Context: an optimization exercise on an open-source flow, tuned for small area and a short achievable clock period. The choices shown serve that exercise and are no tape-out recipe. Where RTL was checked, it was by simulation tests only, not by an equivalence proof against the original. Power figures rest on the tool's default switching activity, not on a simulated workload.

run A:
Design piped_wallace_mult, start of the top module:
module piped_wallace_mult(
    input wire clock, reset,
    input wire [15:0] x, y,
    output reg [31:0] prod
);
    reg [59:0] r1;
    reg [101:0] r2;
    reg [61:0] r3;
    reg v1, v2;
    wire g1 = x[1] & x[0];
    wire q2 = x[1] ^ x[0];
    wire g3 = x[2] & x[1];
    wire q4 = x[2] ^ x[1];
    wire g5 = x[3] & x[2];
    wire q6 = x[3] ^ x[2];
    wire g7 = x[4] & x[3];
    wire q8 = x[4] ^ x[3];
    wire g9 = x[5] & x[4];
    wire q10 = x[5] ^ x[4];
    wire g11 = x[6] & x[5];
    wire q12 = x[6] ^ x[5];
    wire g13 = x[7] & x[6];
    wire q14 = x[7] ^ x[6];
    wire g15 = x[8] & x[7];
    wire q16 = x[8] ^ x[7];
    wire g17 = x[9] & x[8];
    wire q18 = x[9] ^ x[8];
    wire g19 = x[10] & x[9];
    wire q20 = x[10] ^ x[9];
    wire g21 = x[11] & x[10];
    wire q22 = x[11] ^ x[10];
    wire g23 = x[12] & x[11];
    wire q24 = x[12] ^ x[11];
    wire g25 = x[13] & x[12];
    wire q26 = x[13] ^ x[12];
    wire g27 = x[14] & x[13];
    wire q28 = x[14] ^ x[13];
    wire g29 = x[15] & x[14];
    wire q30 = x[15] ^ x[14];
    wire t31, u32;
    pfx i33 (.gh(g5), .ph(q6), .gl(g3), .pl(q4), .g(t31), .p(u32));
    wire t34, u35;
    pfx i36 (.gh(g9), .ph(q10), .gl(g7), .pl(q8), .g(t34), .p(u35));
    wire t37, u38;
    pfx i39 (.gh(g13), .ph(q14), .gl(g11), .pl(q12), .g(t37), .p(u38));
    wire t40, u41;
    pfx i42 (.gh(g17), .ph(q18), .gl(g15), .pl(q16), .g(t40), .p(u41));
    wire t43, u44;
    pfx i45 (.gh(g21), .ph(q22), .gl(g19), .pl(q20), .g(t43), .p(u44));
    wire t46, u47;
    pfx i48 (.gh(g25), .ph(q26), .gl(g23), .pl(q24), .g(t46), .p(u47));
    wire t49, u50;
    pfx i51 (.gh(g29), .ph(q30), .gl(g27), .pl(q28), .g(t49), .p(u50));
    wire t52;
    pfx_g i53 (.gh(g3), .ph(q4), .gl(g1), .g(t52));
    wire t54;
    pfx_g i55 (.gh(t31), .ph(u32), .gl(g1), .g(t54));
    wire t56, u57;
    pfx i58 (.gh(g11), .ph(q12), .gl(t34), .pl(u35), .g(t56), .p(u57));
    wire t59, u60;
    pfx i61 (.gh(t37), .ph(u38), .gl(t34), .pl(u35), .g(t59), .p(u60));
    wire t62, u63;
    pfx i64 (.gh(g19), .ph(q20), .gl(t40), .pl(u41), .g(t62), .p(u63));
    wire t65, u66;
    pfx i67 (.gh(t43), .ph(u44), .gl(t40), .pl(u41), .g(t65), .p(u66));
    wire t68, u69;
    pfx i70 (.gh(g27), .ph(q28), .gl(t46), .pl(u47), .g(t68), .p(u69));
    wire t71, u72;
    pfx i73 (.gh(t49), .ph(u50), .gl(t46), .pl(u47), .g(t71), .p(u72));
  ...
For scale: roughly 260 flip-flops, ~66 I/O pins.
make LEC_CHECK=0 CAP_MARGIN=20 CORE_MARGIN=2 CORE_UTILIZATION=40 SETUP_SLACK_MARGIN=1.4 SLEW_MARGIN=20 SYNTH_HIERARCHICAL=1 SYNTH_MINIMUM_KEEP_SIZE=0 finish   # period 2.8 ns
run.sh (not shown) runs the stock make flow with config.mk's settings and CLKGATE_MAP_FILE= SYNTH_SCRIPT=/design/flow/synth_recipe.tcl, a recipe that flattens the netlist after the stock synthesis.
What run B does differently from run A at the input level:
diff --git a/flow/config.mk b/flow/config.mk
--- a/flow/config.mk
+++ b/flow/config.mk
@@ -10,2 +10,2 @@
-export CORE_UTILIZATION = 40
-export SETUP_SLACK_MARGIN = 1.4
+export CORE_UTILIZATION = 55
+export SETUP_SLACK_MARGIN = 0.95
[summary]
Diff run A -> run B: total routed wirelength dropped 4.3 mm, count of standard-cell rows dropped 15%. Fraction of standard cell area that is sequential: lower on run A. Looking only at non-clock buffer total of the final layout, and setting everything else aside, the lower value of run A and run B goes to run B. Looking only at overall power after layout, and setting everything else aside, the lower value of run A and run B goes to run B. The run showing the smaller combinational cell fraction of total power is run B.
Edits applied to the flow inputs when going from run B to run C:
diff --git a/flow/config.mk b/flow/config.mk
--- a/flow/config.mk
+++ b/flow/config.mk
@@ -10,2 +10,2 @@
-export CORE_UTILIZATION = 55
-export SETUP_SLACK_MARGIN = 0.95
+export CORE_UTILIZATION = 40
+export SETUP_SLACK_MARGIN = 0.2
Run C ended up with a higher placement-stage cell area than run B did.
NOTE die outline height run B->run C increased by more than 10%
The higher largest driver fanout on the critical path of run C and run B is in run C.
Logic gate share of total power: run C vs run B, no meaningful difference
Design area: run B vs run C, no meaningful difference
Taking run B as the reference point, the net switching power of run C rises by about 0.45%.
Run B vs run C, end point of the critical path: r3[53] vs r1[31]
Number of non-clock buffers was higher in the run labelled run B.
Comparing the two runs side by side, run C comes out ahead of run B on static leakage.
When run C is set beside run B, its fraction of the core area covered by cells at the end of the flow turns out to be 17 points smaller.
For run D, these inputs were changed with respect to run C:
diff --git a/flow/config.mk b/flow/config.mk
--- a/flow/config.mk
+++ b/flow/config.mk
@@ -11 +11 @@
-export SETUP_SLACK_MARGIN = 0.2
+export SETUP_SLACK_MARGIN = 0.8
--- outcome ---
Where largest voltage drop on the vdd net is concerned, run C is better than run D.
The die area was comparable across run D and run C.
Relative to run C, buffering overhead has increased by 0.18 points in run D.
For run D, the global-route layer with the greatest usage was met2, unlike run C, where it was met1.
Hold slack: run D worse than run C

* * *

v53:
Another version of the RTL of piped_wallace_mult (not shown whole).
Size: ~1100 cells after synthesis, about 260 flip-flops, about 66 I/O pins, ~12000 µm² of cells after synthesis.
export LEC_CHECK = 0
export ABC_CLOCK_PERIOD_IN_PS = 1000
export CAP_MARGIN = 20
export CORE_MARGIN = 2
export CORE_UTILIZATION = 40
export SETUP_SLACK_MARGIN = 1.1
export SLEW_MARGIN = 20
create_clock -name core_clock -period 2.8 [get_ports {clock}]
Looking at the reports, v53 completed the entire flow and the layout it produced met the timing, DRC and antenna checks.
#### Input delta (v31 over v53)
- a change of ABC_CLOCK_PERIOD_IN_PS from 1000 to 600
Notes after the runs:
There was hardly any difference in power share of the combinational group between v53 and v31. Comparing v31 against v53, there is no change at all in final area. Looking at v53 and v31, the total number of vias is a wash.
[inputs] v23 vs v31
- changing SETUP_SLACK_MARGIN from 1.1 to 0.6
- removing ABC_CLOCK_PERIOD_IN_PS (formerly 600)
--- outcome ---
v23 ended with every stage complete and zero timing, DRC or antenna violations.
The worst-margin pin slew in v23 was higher than what v31 gave.
[compare] base=v31 new=v23: number of gates given a new drive strength after cts fell 85%, wire length of the first global-routing pass now sits lower, leakage power total down about 9%, number of buffers on the longest clock path held, worst hold slack increased 0.087 ns.
Compared v23 vs v31, and placer congestion estimate is down in v23.
In the reports for v23 and v31, the larger cell total after placement belongs to v31.
v23 vs v31 — setup slack rose 0.011 ns.
Function was not checked in any run of this note: the RTL went through the layout flow alone.

* * *

== juniper ==
piped_wallace_mult, a different RTL version from the one above (not shown whole).
Size: about 66 I/O pins, ~13000 sq um of cells after synthesis.
Settings: LEC_CHECK=0, CAP_MARGIN=20, CORE_MARGIN=2, CORE_UTILIZATION=40, CTS_CLUSTER_DIAMETER=150, CTS_CLUSTER_SIZE=30, SETUP_SLACK_MARGIN=1.05, SLEW_MARGIN=20, SYNTH_HIERARCHICAL=1, SYNTH_MINIMUM_KEEP_SIZE=0, BUFFER_PORTS_ARGS=-buffer_cell sky130_fd_sc_hd__buf_1; clock period 2.8 ns.
standard.sh (not shown) runs the stock make flow with config.mk's settings and CLKGATE_MAP_FILE= SYNTH_SCRIPT=/design/flow/synth_recipe.tcl, a recipe that flattens the netlist after the stock synthesis.
==> flow/flow/run.sh <==
#!/bin/bash
# The standard layout (standard.sh, unchanged synthesis), except that the
# port buffers are plain buffers instead of delay cells. Tool output: standard.log
# here and ORFS's own logs under orfs/logs.
set -e
echo 'export BUFFER_PORTS_ARGS = -buffer_cell sky130_fd_sc_hd__buf_1' >> "$FLOW_CONFIG"
bash standard.sh > standard.log 2>&1
For sierra, these inputs were changed with respect to juniper:
# juniper
export LEC_CHECK = 0
export CAP_MARGIN = 20
export CORE_MARGIN = 2
export CORE_UTILIZATION = 40
export CTS_CLUSTER_DIAMETER = 150
export CTS_CLUSTER_SIZE = 30
export SETUP_SLACK_MARGIN = 1.05
export SLEW_MARGIN = 20
export SYNTH_HIERARCHICAL = 1
export SYNTH_MINIMUM_KEEP_SIZE = 0
export BUFFER_PORTS_ARGS = -buffer_cell sky130_fd_sc_hd__buf_1
create_clock -name core_clock -period 2.8 [get_ports {clock}]
# sierra
export LEC_CHECK = 0
export ABC_AREA = 1
export CAP_MARGIN = 20
export CORE_MARGIN = 2
export CORE_UTILIZATION = 40
export CTS_CLUSTER_DIAMETER = 150
export CTS_CLUSTER_SIZE = 30
export SETUP_SLACK_MARGIN = 1.0
export SLEW_MARGIN = 20
export SYNTH_HIERARCHICAL = 1
export SYNTH_MINIMUM_KEEP_SIZE = 0
export BUFFER_PORTS_ARGS = -buffer_cell sky130_fd_sc_hd__buf_1
create_clock -name core_clock -period 2.8 [get_ports {clock}]
Results
Looking at the reports, juniper completed the entire flow and the layout it produced met the timing, DRC and antenna checks. sierra: full flow OK, the timing, DRC and antenna checks passed. sierra vs juniper: multi-input combinational gate total up by more than half. The more densely filled core belongs to juniper, not sierra. Final clock period utilization by the worst path delta for sierra relative to juniper: 0.65 points lower. Post-synthesis compound-gate area fraction (higher): juniper. Changes observed in sierra relative to juniper: non-clock buffer count shrank by 37%, share of total power consumed by net switching grew by 3.7 points, final critical path time including I/O delays and setup shrank by 0.018 ns. juniper → sierra: number of vias in the routed layout rose by about 24%; worst setup slack rose by 0.018 ns; inserted tap cell count rose by about 10%.
Edits applied to the flow inputs when going from sierra to zinc:
# sierra
export LEC_CHECK = 0
export ABC_AREA = 1
export CAP_MARGIN = 20
export CORE_MARGIN = 2
export CORE_UTILIZATION = 40
export CTS_CLUSTER_DIAMETER = 150
export CTS_CLUSTER_SIZE = 30
export SETUP_SLACK_MARGIN = 1.0
export SLEW_MARGIN = 20
export SYNTH_HIERARCHICAL = 1
export SYNTH_MINIMUM_KEEP_SIZE = 0
export BUFFER_PORTS_ARGS = -buffer_cell sky130_fd_sc_hd__buf_1
create_clock -name core_clock -period 2.8 [get_ports {clock}]
# zinc
export LEC_CHECK = 0
export CAP_MARGIN = 20
export CORE_MARGIN = 2
export CORE_UTILIZATION = 40
export CTS_CLUSTER_DIAMETER = 150
export CTS_CLUSTER_SIZE = 30
export SETUP_SLACK_MARGIN = 0.9
export SLEW_MARGIN = 20
export SYNTH_HIERARCHICAL = 1
export SYNTH_MINIMUM_KEEP_SIZE = 0
export BUFFER_PORTS_ARGS = -buffer_cell sky130_fd_sc_hd__buf_1
create_clock -name core_clock -period 2.8 [get_ports {clock}]
Run comparison: zinc largest family of logic cells by synthesized area compound AO/OA/AOI/OAI gates; sierra largest family of logic cells by synthesized area simple AND/OR/NAND/NOR gates
Between sierra and zinc, the flow reports wire length the detailed router placed on met1 decreasing by more than 10%.
On area of the mapped netlist, zinc does better than sierra.
The higher number of buffers and inverters on the critical path of sierra and zinc is in sierra.
Measured against each other, sierra and zinc differ in minimum hold slack, the lower figure coming from zinc.
Between sierra and zinc, headroom to the max-slew limit increased.
When zinc is set beside sierra, its global router's overall resource usage turns out to be 5.0 points smaller.
Comparing the two runs side by side, zinc comes out ahead of sierra on via count.
Inputs modified between zinc and pepper:
# zinc
export LEC_CHECK = 0
export CAP_MARGIN = 20
export CORE_MARGIN = 2
export CORE_UTILIZATION = 40
export CTS_CLUSTER_DIAMETER = 150
export CTS_CLUSTER_SIZE = 30
export SETUP_SLACK_MARGIN = 0.9
export SLEW_MARGIN = 20
export SYNTH_HIERARCHICAL = 1
export SYNTH_MINIMUM_KEEP_SIZE = 0
export BUFFER_PORTS_ARGS = -buffer_cell sky130_fd_sc_hd__buf_1
create_clock -name core_clock -period 2.8 [get_ports {clock}]
# pepper
export LEC_CHECK = 0
export CAP_MARGIN = 20
export CORE_MARGIN = 2
export CORE_UTILIZATION = 40
export CTS_CLUSTER_DIAMETER = 80
export CTS_CLUSTER_SIZE = 30
export SETUP_SLACK_MARGIN = 0.95
export SLEW_MARGIN = 20
export SYNTH_HIERARCHICAL = 1
export SYNTH_MINIMUM_KEEP_SIZE = 0
export BUFFER_PORTS_ARGS = -buffer_cell sky130_fd_sc_hd__buf_1
create_clock -name core_clock -period 2.8 [get_ports {clock}]
Notes after the runs:
- Total power: pepper above zinc
- Compared with zinc, pepper shows a area growth from synthesis to layout that is 1.2 points higher.
- Comparing zinc with pepper, the post-route met1 wirelength came out essentially unchanged.
- Relative to zinc, quantity of gates resized following cts increased by 8 in pepper.
- Maximum clock frequency (pepper vs. zinc) increases by a few percent
- Areal power density over the cells (pepper over zinc): increase, 23 nW/um^2
- Delta(count of plain and timing-repair buffers in the layout, pepper - zinc) < 0
- Core utilization: pepper higher than zinc
- Measured against each other, pepper and zinc differ in clock buffer count from CTS, the higher figure coming from pepper.
- For the number of global-route vias before repair, pepper came in 76 higher than zinc did.
- pepper and zinc ended up with roughly the same global-route wire length before repair.

* * *

exp/indigo:
Starting RTL as in the previous note.
Settings: LEC_CHECK=0, CAP_MARGIN=20, CORE_MARGIN=2, CORE_UTILIZATION=40, CTS_CLUSTER_DIAMETER=150, CTS_CLUSTER_SIZE=30, SETUP_SLACK_MARGIN=1.0, SLEW_MARGIN=20, SYNTH_HIERARCHICAL=1, SYNTH_MINIMUM_KEEP_SIZE=0, BUFFER_PORTS_ARGS=-buffer_cell sky130_fd_sc_hd__buf_1; clock period 2.8 ns.
Scripts as last shown in full above: flow/flow/run.sh
exp/indigo completed end to end with timing, DRC and antenna clean.
Inputs modified between exp/indigo and exp/lagoon:
Settings: a deleted CTS_CLUSTER_DIAMETER that had been 150; a change of SETUP_SLACK_MARGIN from 1.0 to 0.95; a deleted CTS_CLUSTER_SIZE that had been 30.
[summary]
exp/lagoon: all stages complete, timing, DRC and antenna checks passed
r3[13] as the start point of the critical path was reported by exp/lagoon, and r2[29] by exp/indigo.
Summary of the comparison: number of cells traversed by the worst register-to-register path is higher in exp/lagoon, relative to exp/indigo.
Changes observed in exp/lagoon relative to exp/indigo: post-cts resize count dropped 8.3%, portion of total power attributed to combinational logic -4.1 points, total global routing track utilization held, layout-stage area growth over the synthesis result saw an increase, total routed wirelength picked up an extra about 0.5%.
Modified inputs, exp/yarrow compared to exp/lagoon
Settings: setting CTS_CLUSTER_DIAMETER to 150 for the first time; setting CTS_CLUSTER_SIZE to 30 for the first time.
--- outcome ---
- No stage failed in exp/yarrow, and the final checks on the layout all came back clean.
- Looking at sequential share of layout area, exp/yarrow sits 1.4 points higher than exp/lagoon does.
- Against exp/lagoon as the reference, exp/yarrow delivers a lower post-layout minimum cycle time.
- NOTE leakage dissipation exp/lagoon->exp/yarrow decreased by a few percent
- Setup slack, exp/yarrow and exp/lagoon, higher one = exp/yarrow.
- On power of the sequential group, exp/yarrow tracks exp/lagoon almost exactly.
- Proportion of synthesized flip-flops having asynchronous set or reset: exp/yarrow vs exp/lagoon identical
- Any difference in final total negative setup slack between exp/lagoon and exp/yarrow is small enough to ignore.
- Measured against each other, exp/yarrow and exp/lagoon differ in first-iteration DRC count, the higher figure coming from exp/yarrow.
- Area overhead of the layout relative to synthesis: exp/yarrow and exp/lagoon compared, lower one is exp/yarrow
- exp/yarrow ends up with a via count that is about 1.4% lower than in exp/lagoon.
- Compared with exp/lagoon, exp/yarrow ends up with less cell area.
Input changes introduced in exp/delta (baseline for comparison: exp/yarrow):
Settings: setting PLACE_DENSITY to 0.8 for the first time.
==> comparison <==
Number of clock buffer instances in the layout, exp/yarrow and exp/delta: higher on exp/yarrow
Net switching fraction of the power ends up lower on exp/yarrow.
Share of power burned in combinational logic (lower): exp/yarrow
Summary of the comparison: global-route usage is higher in exp/delta, relative to exp/yarrow.
Setup slack | exp/delta below exp/yarrow
Final-layout worst hold slack was higher in exp/delta than in exp/yarrow.

==> port drivers added, routing unchanged <==
Ports are ideal in the flow. The routed layouts listed here were re-timed in OpenROAD. Step 1: set_driving_cell puts a clkbuf_16 on clock and a buf_2 on each other input, an assumption about the parent block. Step 2 times the ports against the registers' clock, not the clock port: input delays grow and output delays shrink by t, the midpoint of the rising clock arrivals with the driver on. Three values: ideal ports, drivers, drivers and shift; two values: the first two.
| run | t (ns) | setup slack, ns | worst setup path at the end |
|---|---|---|---|
| run A | 0.577 | 0.883 / 0.883 / 0.723 | input to register |
| run B | 0.577 | 0.871 / 0.871 / 0.383 | input to register |
| run C | 0.570 | 0.699 / 0.731 / 0.162 | input to register |
| run D | 0.575 | 0.844 / 0.803 / 0.301 | input to register |
| v53 | 0.571 | 0.040 / 0.040 / 0.040 | register to register |
| v31 | 0.571 | 0.040 / 0.040 / 0.040 | register to register |
| v23 | 0.566 | 0.051 / 0.051 / 0.051 | register to register |
| juniper | 0.517 | 0.986 / 0.986 / 0.612 | input to register |
| sierra | 0.534 | 1.004 / 1.004 / 0.711 | input to register |
| zinc | 0.528 | 0.941 / 0.941 / 0.488 | input to register |
| pepper | 0.533 | 0.984 / 0.984 / 0.534 | input to register |
| exp/indigo | 0.518 | 1.017 / 1.017 / 0.594 | input to register |
| exp/lagoon | 0.578 | 0.975 / 0.975 / 0.533 | input to register |
| exp/yarrow | 0.524 | 0.992 / 0.992 / 0.562 | input to register |
| exp/delta | 0.521 | 0.958 / 0.958 / 0.528 | input to register |
After both steps every run listed still meets setup and hold. For run D, which loses most, drivers alone change the setup slack by -0.041 ns; drivers and shift together by -0.543 ns.
